This is an optimization exercise on Yosys and OpenROAD, whose aim is small area, not a production implementation.
Only simulation tests tie the RTL to the original design; equivalence was not proved.
The clock port is modelled as an ideal driver, which makes a skipped or thinned clock tree look cheaper than it is; a real chip needs a root buffer or a tree.
Power is estimated from default activity; no workload was simulated.

Setup of run A:
// rotary_combination_lock
module rotary_combination_lock(
    output wire LCD_E, LCD_RW, LCD_RS,
    output wire [3:0] SF_D,
    output wire [2:0] J1,
    input Clk,
    input Rst,
    input Center,
    input South,
    input wire rotA, rotB
);
Size in the first run: ~58 flip-flops, roughly 2400 sq um of cells after synthesis.
clock: 10.0 ns
lec_check: 0
abc_area: 1
cap_margin: 20
core_margin: 2
core_utilization: 40
slew_margin: 20
standard.sh (not shown) runs the stock make flow with config.mk's settings and CLKGATE_MAP_FILE= SYNTH_SCRIPT=/design/flow/synth_recipe.tcl, a recipe that flattens the netlist after the stock synthesis.
==> flow/flow/run.sh <==
#!/bin/bash
# Own layout flow: the standard ORFS flow with an area-oriented ABC
# mapping script, minimum-size port buffers and a clock tree without dummy
# loads. Each tool's output goes to the logs under orfs/logs and to
# flow_*.log in this folder.
set -euo pipefail
W=$PWD
rm -rf "$W/scripts_mod"
cp -r "$FLOW_HOME/scripts" "$W/scripts_mod"
cp "$W/flow/abc_area.script" "$W/scripts_mod/abc_area.script"
CTS="-sink_clustering_enable -repair_clock_nets -dont_use_dummy_load -buf_list sky130_fd_sc_hd__clkbuf_8 -root_buf sky130_fd_sc_hd__clkbuf_8 -sink_buffer_max_cap_derate 1.0 -sink_clustering_size 30 -sink_clustering_max_diameter 200"
bash standard.sh SCRIPTS_DIR="$W/scripts_mod" ADDER_MAP_FILE= \
  "BUFFER_PORTS_ARGS=-buffer_cell sky130_fd_sc_hd__buf_1" \
  "CTS_ARGS=$CTS" finish > "$W/flow_standard.log" 2>&1
==> flow/flow/abc_area.script <==
strash
&get -n
&deepsyn -T 30
&put
dch -f
amap
Run A completed; timing, DRC and antenna clean
For run B, these inputs were changed with respect to run A:
--- a/flow/flow/run.sh
+++ b/flow/flow/run.sh
@@ -10,3 +10,3 @@
 cp "$W/flow/abc_area.script" "$W/scripts_mod/abc_area.script"
-CTS="-sink_clustering_enable -repair_clock_nets -dont_use_dummy_load -buf_list sky130_fd_sc_hd__clkbuf_8 -root_buf sky130_fd_sc_hd__clkbuf_8 -sink_buffer_max_cap_derate 1.0 -sink_clustering_size 30 -sink_clustering_max_diameter 200"
+CTS="-sink_clustering_enable -repair_clock_nets -dont_use_dummy_load -buf_list sky130_fd_sc_hd__clkbuf_16 -root_buf sky130_fd_sc_hd__clkbuf_16 -sink_clustering_size 60 -sink_clustering_max_diameter 500 -sink_clustering_levels 1"
 bash standard.sh SCRIPTS_DIR="$W/scripts_mod" ADDER_MAP_FILE= \
Notes after the runs:
Diff run A -> run B: clock transition at the registers of the reported paths held, sequential portion of the cell area went down 1.6 points, power of the clock network went up 54%. Run B against run A: proportion of layout cells with a drive suffix above 1 ~0 delta, final worst hold slack went down 0.0030 ns. In terms of via count, run B and run A differ only marginally. In the tables for run A and run B, arrival time of data at the critical path endpoint reads higher with run B. Per the comparison of run B with run A, post-route core utilization up 1.8 points; cell area after layout up 100 sq um. Compared to run A, the routing of run B uses more wire. From run B to run A, synthesized cell count did not move at all.
Inputs modified between run B and run C:
--- a/flow/flow/run.sh
+++ b/flow/flow/run.sh
@@ -10,4 +10,4 @@
 cp "$W/flow/abc_area.script" "$W/scripts_mod/abc_area.script"
-CTS="-sink_clustering_enable -repair_clock_nets -dont_use_dummy_load -buf_list sky130_fd_sc_hd__clkbuf_16 -root_buf sky130_fd_sc_hd__clkbuf_16 -sink_clustering_size 60 -sink_clustering_max_diameter 500 -sink_clustering_levels 1"
-bash standard.sh SCRIPTS_DIR="$W/scripts_mod" ADDER_MAP_FILE= \
+CTS="-sink_clustering_enable -repair_clock_nets -dont_use_dummy_load -buf_list sky130_fd_sc_hd__clkbuf_8 -root_buf sky130_fd_sc_hd__clkbuf_8 -sink_clustering_size 60 -sink_clustering_max_diameter 300"
+bash standard.sh SCRIPTS_DIR="$W/scripts_mod" \
   "BUFFER_PORTS_ARGS=-buffer_cell sky130_fd_sc_hd__buf_1" \
[summary]
- Going from run B to run C, share of total power in combinational logic increased 1.0 points, setup slack decreased 0.24 ns, first-pass GRT wire length increased 8.0%, overall global routing resource usage decreased 0.87 points.
- The final reports for run C and run B show power lower in the former.
- When run C is measured against run B, its signed area change from the synthesized netlist to the final layout turns out 5.2 points lower.
For run D, these inputs were changed with respect to run C:
==> flow/run.sh (new file) <==
#!/bin/bash
# synth_recipe.tcl (not shown) runs the flow's synth.tcl, then flattens the netlist and writes it again
# the make line also repeats each setting of config.mk as NAME=value (left out here)
make -C /OpenROAD-flow-scripts/flow DESIGN_CONFIG=/design/flow/config.mk WORK_HOME=/design/flow/orfs CLKGATE_MAP_FILE= SYNTH_SCRIPT=/design/flow/synth_recipe.tcl finish
removed: flow/flow/run.sh
removed: flow/flow/abc_area.script
removed: flow/standard.sh
==> run notes <==
- Summary of run D over run C: arrival time of data at the critical path endpoint lost 3.38 ns; power consumption picked up an extra 17%.
- Routability congestion estimate, run C and run D, lower one = run C.
- Worst setup slack up 1.18 ns in run D wrt run C
- Time the final worst path needs with I/O delays and setup on run D is ahead of run C.
- Of run C and run D, the run reporting the lower slew at the pin closest to its max-slew limit was run D.
- [run D] part of the total power dissipated in the clock network rose 8.0 points relative to run C

---

rotary_combination_lock, a different RTL version from the one above (not shown whole).
Size: roughly 310 cells after synthesis, roughly 58 flip-flops, ~16 I/O pins, roughly 2400 um^2 of cells after synthesis.
Settings: LEC_CHECK=0, ABC_AREA=1, CAP_MARGIN=20, CORE_MARGIN=2, CORE_UTILIZATION=40, SLEW_MARGIN=20; clock period 10.0 ns.
==> flow/flow/run.sh <==
#!/bin/bash
# Own layout flow: the standard ORFS flow with
#  - an area-oriented ABC mapping script (flow/abc_area.script),
#  - minimum-size port buffers,
#  - a small hand-built clock buffer stage in place of TritonCTS
#    (flow/manual_cts.tcl).
# Tool output goes to flow_standard.log here and to the ORFS logs.
set -euo pipefail
W=$PWD
rm -rf "$W/scripts_mod"
cp -r "$FLOW_HOME/scripts" "$W/scripts_mod"
cp "$W/flow/abc_area.script" "$W/scripts_mod/abc_area.script"
cp "$W/flow/manual_cts.tcl" "$W/scripts_mod/manual_cts.tcl"
sed -i 's|^log_cmd clock_tree_synthesis {\*}\$cts_args|source $::env(SCRIPTS_DIR)/manual_cts.tcl|' "$W/scripts_mod/cts.tcl"
grep -q manual_cts.tcl "$W/scripts_mod/cts.tcl"
export MCTS_N=${MCTS_N:-1}
export MCTS_CELL=${MCTS_CELL:-sky130_fd_sc_hd__clkbuf_8}
bash standard.sh SCRIPTS_DIR="$W/scripts_mod" ADDER_MAP_FILE= \
  "BUFFER_PORTS_ARGS=-buffer_cell sky130_fd_sc_hd__buf_1" \
  finish > "$W/flow_standard.log" 2>&1
==> flow/flow/manual_cts.tcl <==
# Clock buffering in place of TritonCTS: the flip-flop clock pins are split
# into MCTS_N groups of nearby sinks (by x, then y), and each group is driven
# by one MCTS_CELL buffer placed at its centroid and fed from the clock port.
set mcts_n $::env(MCTS_N)
set mcts_cell $::env(MCTS_CELL)
set db [ord::get_db]
set block [ord::get_db_block]
set master [$db findMaster $mcts_cell]
foreach clk_port [get_ports [get_property [all_clocks] sources]] {
  set clk_net [$block findNet [get_full_name $clk_port]]
  set sinks {}
  foreach it [$clk_net getITerms] {
    set inst [$it getInst]
    set bb [$inst getBBox]
    lappend sinks [list [expr {([$bb xMin] + [$bb xMax]) / 2}] [expr {([$bb yMin] + [$bb yMax]) / 2}] $it]
  }
  set sinks [lsort -integer -index 0 $sinks]
  set n [llength $sinks]
  set per [expr {int(ceil(double($n) / $mcts_n))}]
  for {set g 0} {$g < $mcts_n} {incr g} {
    set grp [lrange $sinks [expr {$g * $per}] [expr {($g + 1) * $per - 1}]]
    if {[llength $grp] == 0} { continue }
    set sx 0; set sy 0
    foreach s $grp { incr sx [lindex $s 0]; incr sy [lindex $s 1] }
    set cx [expr {$sx / [llength $grp]}]
    set cy [expr {$sy / [llength $grp]}]
    set buf [odb::dbInst_create $block $master "mcts_buf_$g"]
    set net [odb::dbNet_create $block "mcts_net_$g"]
    $net setSigType CLOCK
    foreach s $grp {
      set it [lindex $s 2]
      $it disconnect
      $it connect $net
    }
    [$buf findITerm A] connect $clk_net
    [$buf findITerm X] connect $net
    $buf setLocation $cx $cy
    $buf setPlacementStatus PLACED
    puts "mcts: buffer mcts_buf_$g ($mcts_cell) drives [llength $grp] sinks at ($cx, $cy)"
  }
}
set_propagated_clock [all_clocks]
Other scripts of this flow, unchanged in this note and not shown: flow/flow/abc_area.script
The first run died in clock tree synthesis (4_1_cts).
Next try:
--- a/flow/flow/run.sh
+++ b/flow/flow/run.sh
@@ -14,5 +14,5 @@
 sed -i 's|^log_cmd clock_tree_synthesis {\*}\$cts_args|source $::env(SCRIPTS_DIR)/manual_cts.tcl|' "$W/scripts_mod/cts.tcl"
 grep -q manual_cts.tcl "$W/scripts_mod/cts.tcl"
-export MCTS_N=${MCTS_N:-1}
+export MCTS_N=${MCTS_N:-3}
 export MCTS_CELL=${MCTS_CELL:-sky130_fd_sc_hd__clkbuf_8}
 bash standard.sh SCRIPTS_DIR="$W/scripts_mod" ADDER_MAP_FILE= \
--- a/flow/flow/manual_cts.tcl
+++ b/flow/flow/manual_cts.tcl
@@ -7,6 +7,6 @@
 set block [ord::get_db_block]
 set master [$db findMaster $mcts_cell]
-foreach clk_port [get_ports [get_property [all_clocks] sources]] {
-  set clk_net [$block findNet [get_full_name $clk_port]]
+foreach clk_src [get_property [all_clocks] sources] {
+  set clk_net [$block findNet [get_full_name $clk_src]]
   set sinks {}
   foreach it [$clk_net getITerms] {
@@ -15,10 +15,28 @@
     lappend sinks [list [expr {([$bb xMin] + [$bb xMax]) / 2}] [expr {([$bb yMin] + [$bb yMax]) / 2}] $it]
   }
+  # grid partition: cols columns by x, then each column split by y
+  set cols [expr {int(ceil(sqrt($mcts_n)))}]
   set sinks [lsort -integer -index 0 $sinks]
   set n [llength $sinks]
-  set per [expr {int(ceil(double($n) / $mcts_n))}]
-  for {set g 0} {$g < $mcts_n} {incr g} {
-    set grp [lrange $sinks [expr {$g * $per}] [expr {($g + 1) * $per - 1}]]
-    if {[llength $grp] == 0} { continue }
+  set groups {}
+  set left $mcts_n
+  set start 0
+  for {set c 0} {$c < $cols} {incr c} {
+    set ng [expr {int(ceil(double($left) / ($cols - $c)))}]
+    set cnt [expr {int(round(double($n - $start) * $ng / $left))}]
+    set colsinks [lsort -integer -index 1 [lrange $sinks $start [expr {$start + $cnt - 1}]]]
+    set start [expr {$start + $cnt}]
+    set left [expr {$left - $ng}]
+    set m [llength $colsinks]
+    set s0 0
+    for {set r 0} {$r < $ng} {incr r} {
+      set k [expr {int(round(double($m - $s0) / ($ng - $r)))}]
+      lappend groups [lrange $colsinks $s0 [expr {$s0 + $k - 1}]]
+      set s0 [expr {$s0 + $k}]
+    }
+  }
+  set g -1
+  foreach grp $groups {
+    incr g
     set sx 0; set sy 0
     foreach s $grp { incr sx [lindex $s 0]; incr sy [lindex $s 1] }
After rerunning:
- This time the run produced a clean layout
- synthesized area stays the same
- synthesized cell count does not change
The clock cells of the second run of this note come from the design's own scripts or RTL, not from TritonCTS.

static timing again, ports no longer ideal:
The flow's constraints put no driver on any port. The routed layouts listed below were extracted and timed again, unchanged, in two steps. Step 1 assumes that a clkbuf_16 drives the clock port and a buf_2 every other input. Step 2 moves the port delays by t, midway between the first and last clock arrival at a register: inputs arrive t later, outputs are due t later. That takes back most of the time a late clock gives input paths. a / b / c = ideal ports / drivers / drivers and shift; a / b = the first two.
run	t (ns)	setup slack, ns	hold WS [ns]	worst register clock-pin slew, ns	worst slew at a driven data input, ns
run A	0.357	5.656 / 5.662 / 5.305	0.435 / 0.435 / 0.435	0.06 / 0.06	0.03
run B	0.348	5.629 / 5.641 / 5.293	0.432 / 0.432 / 0.432	0.05 / 0.05	0.03
run C	0.357	5.385 / 5.395 / 5.038	0.423 / 0.423 / 0.423	0.07 / 0.07	0.03
run D	0.361	6.568 / 6.536 / 6.373	0.405 / 0.405 / 0.405	0.07 / 0.07	0.03
the second run of note 2	0.213	4.697 / 4.719 / 4.506	0.330 / 0.330 / 0.330	0.12 / 0.12	0.03
After both steps every run listed still meets setup and hold. For run A, which loses most, drivers alone change the setup slack by +0.006 ns; drivers and shift together by -0.351 ns.
